This design comes from an exercise in tuning for small area and a short achievable clock period on the open sky130 flow, not from production work.
Function was checked by simulation only, so behaviour that the tests miss may differ from the original.
No activity file was given, so power comes from the tool's default toggle rates.

==> design.v <==
module ALU (
		 input logic [31:0] BUS_A,   
		 input logic [31:0] BUS_B,   
		 input logic [3:0] ALUSel,    
		 output logic [31:0] ALU_OUT,    
		 output logic ZERO_FLAG, NEG_FLAG    
	);
	parameter ADD = 4'b0000;
	parameter SUB = 4'b0001;
	parameter SLL = 4'b0010;
	parameter SLT = 4'b0011;
	parameter SLTU = 4'b0100;
	parameter XOR = 4'b0101;
	parameter SRL = 4'b0110;
	parameter SRA = 4'b0111;
	parameter OR =  4'b1000;
	parameter AND = 4'b1001;
	always_comb begin
		case(ALUSel)
			ADD: 
				ALU_OUT = BUS_A + BUS_B;
			SUB: 
				ALU_OUT = BUS_A - BUS_B;
			SLL:  
				ALU_OUT = BUS_A << $unsigned(BUS_B);
			SLT:  
				ALU_OUT = BUS_A < BUS_B;
			SLTU:  
				ALU_OUT = $unsigned(BUS_A) << $unsigned(BUS_B);
			XOR: 
				ALU_OUT = BUS_A ^ BUS_B;
			SRL:  
				ALU_OUT = BUS_A >> $unsigned(BUS_B);
			SRA:  
				ALU_OUT = BUS_A >>> $unsigned(BUS_B);
			OR:  
				ALU_OUT = BUS_A | BUS_B;
			AND: 
				ALU_OUT = BUS_A & BUS_B;
			default: ALU_OUT = {32{1'b0}};   
		endcase
		ZERO_FLAG = (ALU_OUT == 0) ? 1'b1 : 1'b0;
		NEG_FLAG = (ALU_OUT < 0) ? 1'b1 : 1'b0;
	end
endmodule
module BRANCH_COMP (
    input logic [31:0] DATA_A, 
    input logic [31:0] DATA_B, 
    input logic [31:0] INS,  
    output logic [2:0] BRANCH
);
logic BrEq, BrLT, BrGT;
logic BrUn;  
logic [6:0] OPCODE;
logic [2:0] FUNC3;
parameter BEQ = 3'b000;
parameter BNE = 3'b001;
parameter BLT = 3'b100;
parameter BGE = 3'b101;
parameter BLTU = 3'b110;
parameter BGEU = 3'b111;
parameter TYPE_R = 7'b0110011;
parameter TYPE_I_COMP = 7'b0010011;
parameter TYPE_I_JALR = 7'b1100111;
parameter TYPE_I_LOAD = 7'b0000011;
parameter TYPE_S = 7'b0100011;
parameter TYPE_SB = 7'b1100011;
parameter TYPE_U_LUI = 7'b0110111;
parameter TYPE_U_AUIPC = 7'b0010111;
assign OPCODE = INS[6:0]; 
assign FUNC3 = INS[14:12];
always_comb begin
    if (OPCODE == TYPE_SB) begin
        BrUn = (FUNC3==BLTU || FUNC3==BGEU);
        BrEq = 1'b0;
        BrLT = 1'b0;
        BrGT = 1'b0;
        if (BrUn) begin
            BrEq = ($unsigned(DATA_A) == $unsigned(DATA_B));
            BrLT = ($unsigned(DATA_A) < $unsigned(DATA_B));
            BrGT = ($unsigned(DATA_A) > $unsigned(DATA_B));
        end else begin
            BrEq = (DATA_A == DATA_B);
            BrLT = (DATA_A < DATA_B);
            BrGT = (DATA_A > DATA_B);
        end
    end else begin
        BrUn = 1'b0;
        BrEq = 1'b0;
        BrLT = 1'b0;
        BrGT = 1'b0;
    end
end
assign BRANCH = {BrEq, BrLT, BrGT};
endmodule
module CONTROLLER (
		input logic [31:0] INS,
		input logic [2:0] BRANCH,
		output logic [11:0] CON_SIG
	);
	logic [3:0] ALUSel;
	logic Branch;
	logic [6:0] OPCODE;
	logic [2:0] FUNC3;
	logic [6:0] FUNC7;
	assign OPCODE = INS[6:0];
	assign FUNC3 = INS[14:12];
	assign FUNC7 = INS[31:25];
	parameter TYPE_R 	     = 7'b0110011;
	parameter TYPE_I_COMP  = 7'b0010011;
	parameter TYPE_I_LOAD  = 7'b0000011;
	parameter TYPE_I_JALR  = 7'b1100111;
	parameter TYPE_S	     = 7'b0100011;
	parameter TYPE_SB      = 7'b1100011;
	parameter TYPE_U_LUI   = 7'b0110111;
	parameter TYPE_U_AUIPC = 7'b0010111;
	parameter ADD = 4'b0000;
	parameter SUB = 4'b0001;
	parameter SLL = 4'b0010;
	parameter SLT = 4'b0011;
	parameter SLTU = 4'b0100;
	parameter XOR = 4'b0101;
	parameter SRL = 4'b0110;
	parameter SRA = 4'b0111;
	parameter OR =  4'b1000;
	parameter AND = 4'b1001;
	parameter BEQ = 3'b100;
	parameter BNE = 3'b011;
	parameter BLT = 3'b010;
	parameter BGE = 3'b101;
	parameter BLTU = 3'b010;
	parameter BGEU = 3'b101; 
	always_comb begin
        case (FUNC3)
            3'b000: 
					case (FUNC7[6:5])
						2'b00: ALUSel = ADD;
						2'b01: ALUSel = SUB;
						default: ALUSel = 4'b0000;
					endcase
				3'b001: ALUSel = SLL;
				3'b010: ALUSel = SLT;
				3'b011: ALUSel = SLTU;
				3'b100: ALUSel = XOR;
				3'b101:
					case (FUNC7[6:5])
						2'b00: ALUSel = SRL;
						2'b01: ALUSel = SRA;
						default: ALUSel = 4'b0000;
					endcase
				default: ALUSel = 4'b0000;	
        endcase
    end
	always_comb begin
		 if (BRANCH == BEQ || BRANCH == BNE || BRANCH == BLT || BRANCH == BGE || BRANCH == BLTU || BRANCH == BGEU)
			  Branch = 1'b1;
		 else 
			  Branch = 1'b0;
	end
	 always_comb begin
        case (OPCODE)
            TYPE_R:   
					CON_SIG = {1'b0, Branch, 1'b0, 1'b1, 1'b0, ALUSel, 1'b0, 1'b0, 1'b1};
				TYPE_I_COMP:
					CON_SIG = {1'b0, Branch, 1'b1, 1'b1, 1'b1, ALUSel, 1'b0, 1'b0, 1'b1};
				TYPE_I_LOAD:
					CON_SIG = {1'b0, Branch, 1'b1, 1'b1, 1'b1, ALUSel, 1'b0, 1'b0, 1'b1};
				TYPE_SB:
					CON_SIG = {1'b1, Branch, 1'b1, 1'b1, 1'b1, ALUSel, 1'b0, 1'b0, 1'b1};
            default:
                CON_SIG = {1'b0, 1'b0, 1'b0, 4'b0000, 1'b0, 1'b0};
        endcase
    end
endmodule
module IMM_GEN (
		 input logic [31:0] INS,
		 input logic ImmSel,
		 output logic [31:0] IMM_OUT
	);
	logic [6:0] OPCODE;
	logic [14:12] FUNC3;
	assign OPCODE = INS[6:0];
	parameter TYPE_R = 7'b0110011;
   parameter TYPE_I_COMP = 7'b0010011;
   parameter TYPE_I_JALR = 7'b1100111;
	parameter TYPE_I_LOAD = 7'b0000011;
   parameter TYPE_S = 7'b0100011;
   parameter TYPE_SB = 7'b1100011;
   parameter TYPE_U_LUI = 7'b0110111;
   parameter TYPE_U_AUIPC = 7'b0010111;
	always_comb begin
		if (ImmSel) begin
			case(OPCODE)
				TYPE_I_COMP:
					IMM_OUT = {(INS[31]) ? 20'b1 : 20'b0, INS[31:20]};
				TYPE_I_JALR:
					IMM_OUT = {(INS[31]) ? 20'b1 : 20'b0, INS[31:20]};
				TYPE_I_LOAD:
					IMM_OUT = {(INS[31]) ? 20'b1 : 20'b0, INS[31:20]};
				TYPE_S:
					IMM_OUT = {(INS[31]) ? 20'b1 : 20'b0, INS[31:25], INS[11:7]};
				TYPE_SB:
					IMM_OUT = {(INS[31]) ? 20'b1 : 20'b0, INS[7], INS[30:25], INS[11:8], 1'b0};
				TYPE_U_LUI:
					IMM_OUT = {INS[31:12], 12'b0};
				TYPE_U_AUIPC:
					IMM_OUT = {INS[31:12], 12'b0};
				default: IMM_OUT = {32{1'b0}};   
			endcase
		end else begin
         IMM_OUT = {32{1'b0}};
      end
	end
endmodule
module MUX2 (
		input logic [31:0] D0, D1,
		input logic MUX_SEL,
		output logic [31:0] MUX_OUT
	);
	assign MUX_OUT = MUX_SEL? D1 : D0;
endmodule
module PC_ (
		input logic CLK, RST,
		input logic [31:0] PC_OFFSET,		 
		input logic Branch,
		output logic [31:0] PC	 
	);
	logic [31:0] NEXT_PC;
	always @(posedge CLK or posedge RST) begin
		if (RST) 
			PC <= 32'b0;
		else 
			PC <= NEXT_PC;
	end
	always_comb begin
		if (!Branch)	
			NEXT_PC = PC + 4;
		else
			NEXT_PC = PC + PC_OFFSET;
	end
endmodule
module REG_FILE (
        input logic CLK, RST,
        input logic RegWEN,
        input logic [4:0] WRITE_REG, 
        input logic [4:0] READ_REG_A, 
        input logic [4:0] READ_REG_B,
        input logic [31:0] REG_DATA_W,  
        output logic [31:0] READ_DATA_A, READ_DATA_B   
    );
    logic [31:0] REGISTER_FILE [31:0];
    function automatic logic [31:0] INIT_VAL(input int i);
        case (i)
            0: INIT_VAL = 32'h00000001;
            1: INIT_VAL = 32'h00000002;
            2: INIT_VAL = 32'h00000003;
            3: INIT_VAL = 32'h00000004;
            4: INIT_VAL = 32'h00000005;
            5: INIT_VAL = 32'h00000006;
            6: INIT_VAL = 32'h00000007;
            7: INIT_VAL = 32'h00000008;
            8: INIT_VAL = 32'h00000009;
            9: INIT_VAL = 32'h00000010;
            10: INIT_VAL = 32'h00000011;
            11: INIT_VAL = 32'h00000012;
            12: INIT_VAL = 32'h00000013;
            13: INIT_VAL = 32'h00000014;
            14: INIT_VAL = 32'h00000015;
            15: INIT_VAL = 32'h00000016;
            16: INIT_VAL = 32'h00000017;
            17: INIT_VAL = 32'h00000018;
            18: INIT_VAL = 32'h00000019;
            19: INIT_VAL = 32'h00000020;
            20: INIT_VAL = 32'h00000021;
            21: INIT_VAL = 32'h00000022;
            22: INIT_VAL = 32'h00000023;
            23: INIT_VAL = 32'h00000024;
            24: INIT_VAL = 32'h00000025;
            25: INIT_VAL = 32'h00000026;
            26: INIT_VAL = 32'h00000027;
            27: INIT_VAL = 32'h00000028;
            28: INIT_VAL = 32'h00000029;
            29: INIT_VAL = 32'h00000030;
            30: INIT_VAL = 32'h00000031;
            default: INIT_VAL = 32'h00000032;
        endcase
    endfunction
    always @(*) begin
      READ_DATA_A = REGISTER_FILE[READ_REG_A];
      READ_DATA_B = REGISTER_FILE[READ_REG_B];
    end
    genvar g;
    generate
      for (g = 0; g < 32; g = g + 1) begin : regs
        always @(posedge CLK or posedge RST) begin
          if (RST)
            REGISTER_FILE[g] <= INIT_VAL(g);
          else if (RegWEN == 1'b1 && WRITE_REG == g)
            REGISTER_FILE[g] <= REG_DATA_W;
        end
      end
    endgenerate
endmodule
module DATAPATH (
		input logic CLK, RST, 
		output logic [31:0] PC,
		output logic [31:0] BUS_A,   
		output logic [31:0] BUS_B,   
		output logic [31:0] ALU_OUT,    
		output logic ZERO_FLAG, NEG_FLAG,
		output logic [3:0] ALUSel,  
		output logic BSel,
		input logic [31:0] INS,
		output logic [4:0] WRITE_REG, 
		output logic [4:0] READ_REG_A, 
		output logic [4:0] READ_REG_B,
		output logic [31:0] REG_DATA_W,  
		output logic [31:0] READ_DATA_A, READ_DATA_B,
		output logic RegWEN,  
		output logic [31:0] IMM_OUT,
		output logic ImmSel,  
		output logic MEMR,   
		output logic MEMW,  
		output logic [31:0] MEM_DATA_R,
		output logic WBSel,
		output logic Branch,
		output logic ASel
	);
	logic [11:0] CON_SIG;
	logic [31:0] MUX_OUT_alu_a;
	logic [31:0] MUX_OUT_alu_b;
	logic [31:0] MUX_OUT_mem;
	logic [2:0] BRANCH;
	assign READ_REG_A = INS[19:15];
	assign READ_REG_B = INS[24:20];
	assign WRITE_REG = INS[11:7];
	assign ALUSel = CON_SIG[6:3];
	assign RegWEN = CON_SIG[8];
	assign ImmSel = CON_SIG[9];
	assign BSel = CON_SIG[7];
	assign MEMR = CON_SIG[2];
	assign MEMW = CON_SIG[1];
	assign WBSel = CON_SIG[0];
	assign Branch = CON_SIG[10];
	assign ASel = CON_SIG[11];
	assign BUS_A = MUX_OUT_alu_a;
	assign BUS_B = MUX_OUT_alu_b;
	assign REG_DATA_W = MUX_OUT_mem;
	assign MEM_DATA_R = 32'b0;
	CONTROLLER controller_inst (
		.INS(INS),
		.CON_SIG(CON_SIG),
		.BRANCH(BRANCH)
	);
	ALU ALU_module(
		.BUS_A(BUS_A),
		.BUS_B(BUS_B), 
		.ALUSel(ALUSel), 
		.ALU_OUT(ALU_OUT), 
		.ZERO_FLAG(ZERO_FLAG), 
		.NEG_FLAG(NEG_FLAG)
	);	
	PC_ pc (
		.CLK(CLK),
		.RST(RST),
		.PC_OFFSET(ALU_OUT),
		.PC(PC),
		.Branch(Branch)
	);
	REG_FILE reg_file (
		.CLK(CLK),
		.RST(RST),
		.RegWEN(RegWEN),
		.WRITE_REG(WRITE_REG),
		.READ_REG_A(READ_REG_A),
		.READ_REG_B(READ_REG_B),
		.REG_DATA_W(MUX_OUT_mem),
		.READ_DATA_A(READ_DATA_A),
		.READ_DATA_B(READ_DATA_B)
	);
	IMM_GEN imm_gen (
		.IMM_OUT(IMM_OUT),
		.INS(INS),
		.ImmSel(ImmSel)
	);
	BRANCH_COMP branch_comp(
		.DATA_A(READ_DATA_A), 
		.DATA_B(READ_DATA_B), 
		.INS(INS),
		.BRANCH(BRANCH)
	);
	MUX2 mux_alu_A(
		.D0(READ_DATA_A), 
		.D1(PC),
		.MUX_SEL(ASel),
		.MUX_OUT(MUX_OUT_alu_a)
	);
	MUX2 mux_alu_B(
		.D0(READ_DATA_B), 
		.D1(IMM_OUT),
		.MUX_SEL(BSel),
		.MUX_OUT(MUX_OUT_alu_b)
	);
	MUX2 mem(
		.D0(MEM_DATA_R), 
		.D1(ALU_OUT),
		.MUX_SEL(WBSel),
		.MUX_OUT(MUX_OUT_mem)
	);
endmodule
==> run.sh <==
#!/bin/bash
# synth_recipe.tcl (not shown) runs the flow's synth.tcl, then flattens the netlist and writes it again
# the make line also repeats each setting of config.mk as NAME=value (left out here)
make -C /OpenROAD-flow-scripts/flow DESIGN_CONFIG=/design/flow/config.mk WORK_HOME=/design/flow/orfs CLKGATE_MAP_FILE= SYNTH_SCRIPT=/design/flow/synth_recipe.tcl finish
==> config.mk <==
export PLATFORM = sky130hd
export DESIGN_NAME = DATAPATH
export DESIGN_NICKNAME = DATAPATH
export VERILOG_FILES = /design/flow/design.v
export SDC_FILE = /design/flow/constraint.sdc
export NUM_CORES = 4
export LEC_CHECK = 0
export CAP_MARGIN = 20
export CORE_MARGIN = 2
export CORE_UTILIZATION = 30
export PLACE_DENSITY = 0.5
export SETUP_SLACK_MARGIN = 0.3
export SLEW_MARGIN = 20
==> constraint.sdc <==
create_clock -name core_clock -period 12.0 [get_ports {CLK}]
set_input_delay 2.4000 -clock core_clock [delete_from_list [all_inputs] [get_ports {CLK}]]
set_output_delay 2.4000 -clock core_clock [all_outputs]
set_load 0.01 [all_outputs]
==> impl.org <==
** Synth
- Fraction of synthesized cell area taken by the top area cell type :: 0.375
- By area the synthesized netlist is led by sky130_fd_sc_hd__dfrtp_1, sky130_fd_sc_hd__nand3_1, sky130_fd_sc_hd__a21oi_1, sky130_fd_sc_hd__nor2_1, sky130_fd_sc_hd__nand4_1.
- Number of distinct library cell variants in the gate-level netlist after synthesis :: 113
- In this run the cell area of the synthesized design comes to 65600 µm².
- Fraction of synthesis flops using an asynchronous set or reset pin :: 1.00
- The biggest area contributor in the post-synthesis netlist is sky130_fd_sc_hd__dfrtp_1.
- The synthesized design contains 0 enable-type register cells.
- Of the synthesized area, sequential elements account for 0.404.
- In the synthesized netlist the dominant register cell turns out to be sky130_fd_sc_hd__dfrtp_1.
- Average cell area after synthesis :: 7.88 µm²
- Cells after synthesis :: 8320
- Number of storage elements in the synthesis netlist :: 1056
- For this run, the number of Yosys warnings is 7.

** Setup path
- Worst endpoint data arrival time :: 9.45 ns
- FF-to-FF End :: pc.PC[30]
- In this run the register-to-register setup slack is 2.39 ns.
- Along the worst path, the maximum fanout reaches 9.
- STA classifies the critical path endpoint as an output pin.
- Among the stages of the critical path, the cell type that occurs most often is sky130_fd_sc_hd__buf_4.
- Data on the critical path is required at its endpoint by 9.60 ns.
- Worst R2R Start :: reg_file.REGISTER_FILE[27][0]
- Cell type of the slowest stage on the worst timing path :: sky130_fd_sc_hd__nor4_4
- Counting cells, the worst reg-to-reg path comes to 47.
- Counting both buffers and inverters, the worst setup path holds a total of 13.
- The setup path with the least slack is of type primary input to output pin.
- The worst setup path is launched from a primary input.
- Kind of cell with the highest combined delay on the critical path :: simple AND/OR/NAND/NOR gates
- For this run, the slowest stage of the critical path takes 0.56 ns.

** Floorplan
- The initial utilization of the core area, before any placement, comes to 0.302.
- Total core area :: 217000 µm²
- Vertical die dimension :: 472 µm
- The die covers 222000 µm².
- In this run the count of I/O pins placed on the die edge is 351.
- Std-Cell Rows :: 171
- The die is 472 µm wide.

** Final layout
- Utilization of the core after routing :: 0.396
- The finished layout holds 12.2k standard cells, fillers aside.
- At the end of the flow, the number of nets in the layout was 9426.
- Multi-input gate area :: 36400 µm²
- Compared with the post-synthesis result, the final layout area differs by 31.2%.
- The filler cells instantiated in the layout total 22.3k.
- Of the cells placed in the final design, the portion with a size suffix greater than 1 is 0.207.
- Flip-flop and latch area :: 26500 µm²

** Power
- IR analysis of the VDD net gives a maximum drop of 0.143 mV.
- In this run the static leakage power is 38.5 nW.
- For this design the ratio of total power to cell area is 127 nW/µm².

** Place
- DP HPWL :: 323000 µm
- In this run, placement finished with an instance count of 11.9k.
- Count of input and output buffers :: 295
- The congestion estimate from routability-driven global placement came to 1.06.

** Routing
- In the routed design, unresolved DRC markers number 0.
- The detail route stage leaves a number of antenna-violating nets equal to 0.
- Initial DRC Count :: 12.6k
- Using the TritonRoute via totals, the vias-per-cell ratio works out to 6.32.
- Length of the first detailed-routing pass in iterations :: 9
- Final wirelength :: 450000 µm
- For this block, the via count after detailed routing is 77.4k.
- In the final routed layout, each cell accounts on average for 36.7 µm.

** Clock tree
- For the worst-skew pair, the clock arrives at the later sink with an insertion delay of 0.86 ns.
- Maximum level of the CTS H-tree :: 4
- Counting every sink on the clock net gives 1056.
- Clock tree from TritonCTS :: built
- Root Buffer Master :: sky130_fd_sc_hd__clkbuf_16
- Clock Path Buffers :: 3
- After clock tree synthesis, the clock-pin slew on the worst setup and hold paths is 0.06 ns.
- For this design, the CTS-stage hold fixing added 0 buffers.
- The number of clock buffers added by TritonCTS is 132.

** Global route
- Combined global-route utilization of all metal layers :: 0.391
- The number of antenna violations at the first check in global routing is 37.
- For this run the aggregate overflow at the end of global routing stands at 0.
- Wire length of the first global-routing pass :: 609000 µm
- Via count of the first global-routing pass :: 71.9k
- Largest net degree at the start of global routing :: 146

** Worst hold path
- Critical hold path startpoint :: reg_file.REGISTER_FILE[8][1]
- For hold timing, the worst endpoint is reg_file.REGISTER_FILE[8][1].
- Hold-critical path depth :: 2
- Path category of the worst min-delay check :: flip-flop to flip-flop

** Timing
- Static timing analysis puts the maximum clock frequency at 0.0844 GHz.
- Normalized max-slew margin :: 0.208
- Measured slew at the worst slew-check pin :: 1.19 ns
- Unrepaired setup endpoints after global routing :: true
- Hold Violations, Final :: 0
- Dividing the final minimum period by the clock period gives 0.987.
- Counting I/O delays and the setup requirement, the final critical path takes 11.85 ns.
- The clock arrives with 0.0627 ns of skew.
- The count of pins over their slew limit was 0.
- Setup violations remaining at the end of the flow were counted as 0.

** Run
- Across the run, the number of max-cap violations was 0.

** Status
- The run finished with no timing, DRC or antenna violations.
==> placed cells by master, fill, tap and decap left out, drive strengths merged, types with 79 or more instances in the layout <==
| cell | n |
|---|---|
| a21oi | 981 |
| buf | 1322 |
| a22oi | 175 |
| nand4 | 379 |
| nor2 | 1129 |
| mux2i | 105 |
| nand2 | 457 |
| dfrtp | 983 |
| and3 | 126 |
| clkdlybuf4s50 | 271 |
| nand3 | 1368 |
| ha | 127 |
| inv | 181 |
| o21ai | 382 |
| clkbuf | 197 |
| nor4 | 98 |
| nor3 | 79 |
==> where the power goes <==
| part | switching (mW) | internal (mW) |
|---|---|---|
| clock network | 1.81 | 2.44 |
| logic | 1.67 | 1.03 |
| registers | 0.261 | 3.73 |
| total | 3.74 | 7.20 |
==> worst reg2reg max path, delay by kind of cell, from the launching register on <==
family	cells	cell delay [ns]
compound gates	28	5.71
fa+ha+maj	4	1.20
simple gates	7	0.82
buf+inv	5	0.72
flops	1	0.57
mux	2	0.20
xor+xnor	1	0.19
==> Yosys cell counts (all sizes together) (79+ instances only) <==
library cell,instances
and3,126
nor2,1129
clkbuf,542
nand2,457
o21ai,382
dfrtp,983
ha,127
nor4,98
a21oi,981
inv,177
nand3,1368
a22oi,175
mux2i,105
nand4,379
nor3,79
buf,315
==> flip-flops by register name, indices dropped and copies added (netlist names) <==
name                    flops
reg_file.REGISTER_FILE   1024
pc.PC                      32
==> layer usage <==
layer / track usage / wire length (µm)
met5: 0 / 189
met4: 0.269 / 39300
met3: 0.108 / 49800
met2: 0.574 / 188000
met1: 0.496 / 173000
==> cell type report <==
class / count / share of cell area
Inverter: 181 / 0.00809
Multi-Input combinational cell: 6280 / 0.423
Antenna cell: 23 / 0.000669
Sequential cell: 1056 / 0.308
Tap cell: 2854 / 0.0415
Clock inverter: 52 / 0.00900
Clock buffer: 191 / 0.0443
Timing Repair Buffer: 1611 / 0.165
==> logic make-up after synthesis <==
kind of cell | after synthesis | synth area share
AO/OA/AOI/OAI | 2028 | 0.188
XOR/XNOR | 55 | 0.00735
adder cells (fa/ha/maj) | 130 | 0.0251
buffers and inverters | 1038 | 0.0676
flip-flops | 1056 | 0.404
multiplexers | 131 | 0.0211
other | 1 | 0.0000572
AND/OR/NAND/NOR | 3881 | 0.286
==> metrics by stage <==
step	setup TNS, ns	instance area (µm²)	setup WS, ns	total power, mW	hold WS, ns
after floorplan	-4872.49	65800	-4.90	5.11	0.450
after global placement	-38.22	79500	-1.73	6.56	0.468
after detailed placement	-20.46	79500	-1.29	6.57	0.484
after CTS	0	85000	0.231	10.8	0.497
after global routing	0	86000	0.0998	11.2	0.521
final	0	86000	0.155	10.9	0.494
==> timing repair <==
item | in CTS | in global routing
setup endpoints to repair | 43 | 27
pin swaps | 42 | 66
gates cloned | 3 | 5
gates resized for setup | 170 | 140
setup buffers | 18 | 36
==> worst max path at each step <==
| stage | startpoint | cells past startpoint | slack (ns) | end |
|---|---|---|---|---|
| 3_5_place_dp | INS[18] | 35 | -1.29 | ZERO_FLAG |
| 6_report | INS[16] | 36 | 0.15 | ZERO_FLAG |
| 5_1_grt | INS[18] | 35 | 0.1 | ZERO_FLAG |
| 3_3_place_gp | INS[16] | 34 | -1.73 | ZERO_FLAG |
| 2_1_floorplan | RST | 1 | -4.90 | pc.PC[0] |
| 4_1_cts | INS[15] | 35 | 0.23 | ZERO_FLAG |

[afterwards: timing with drivers on the ports]
No port has a modelled driver above. Below, the same layout with a new extraction and two added sets of constraints. Step 1 sets driving cells, clkbuf_16 on the clock port and buf_2 on the other inputs (assumed; they add their load-dependent delay and slew). Step 2 also shifts input and output timing later by t, the mid clock arrival at the registers, as if the neighbouring blocks saw the same clock. a / b / c = no drivers / after step 1 / after step 2; a / b = the first two.
t, ns: 0.920
setup slack, ns: 0.155 / 0.101 / -0.182
worst slew at a driven data input, ns: 0.11
Met with ideal ports but missed after step 2: setup timing in this run. The setup slack of this run moves by -0.054 ns with the drivers and by -0.337 ns with both steps.
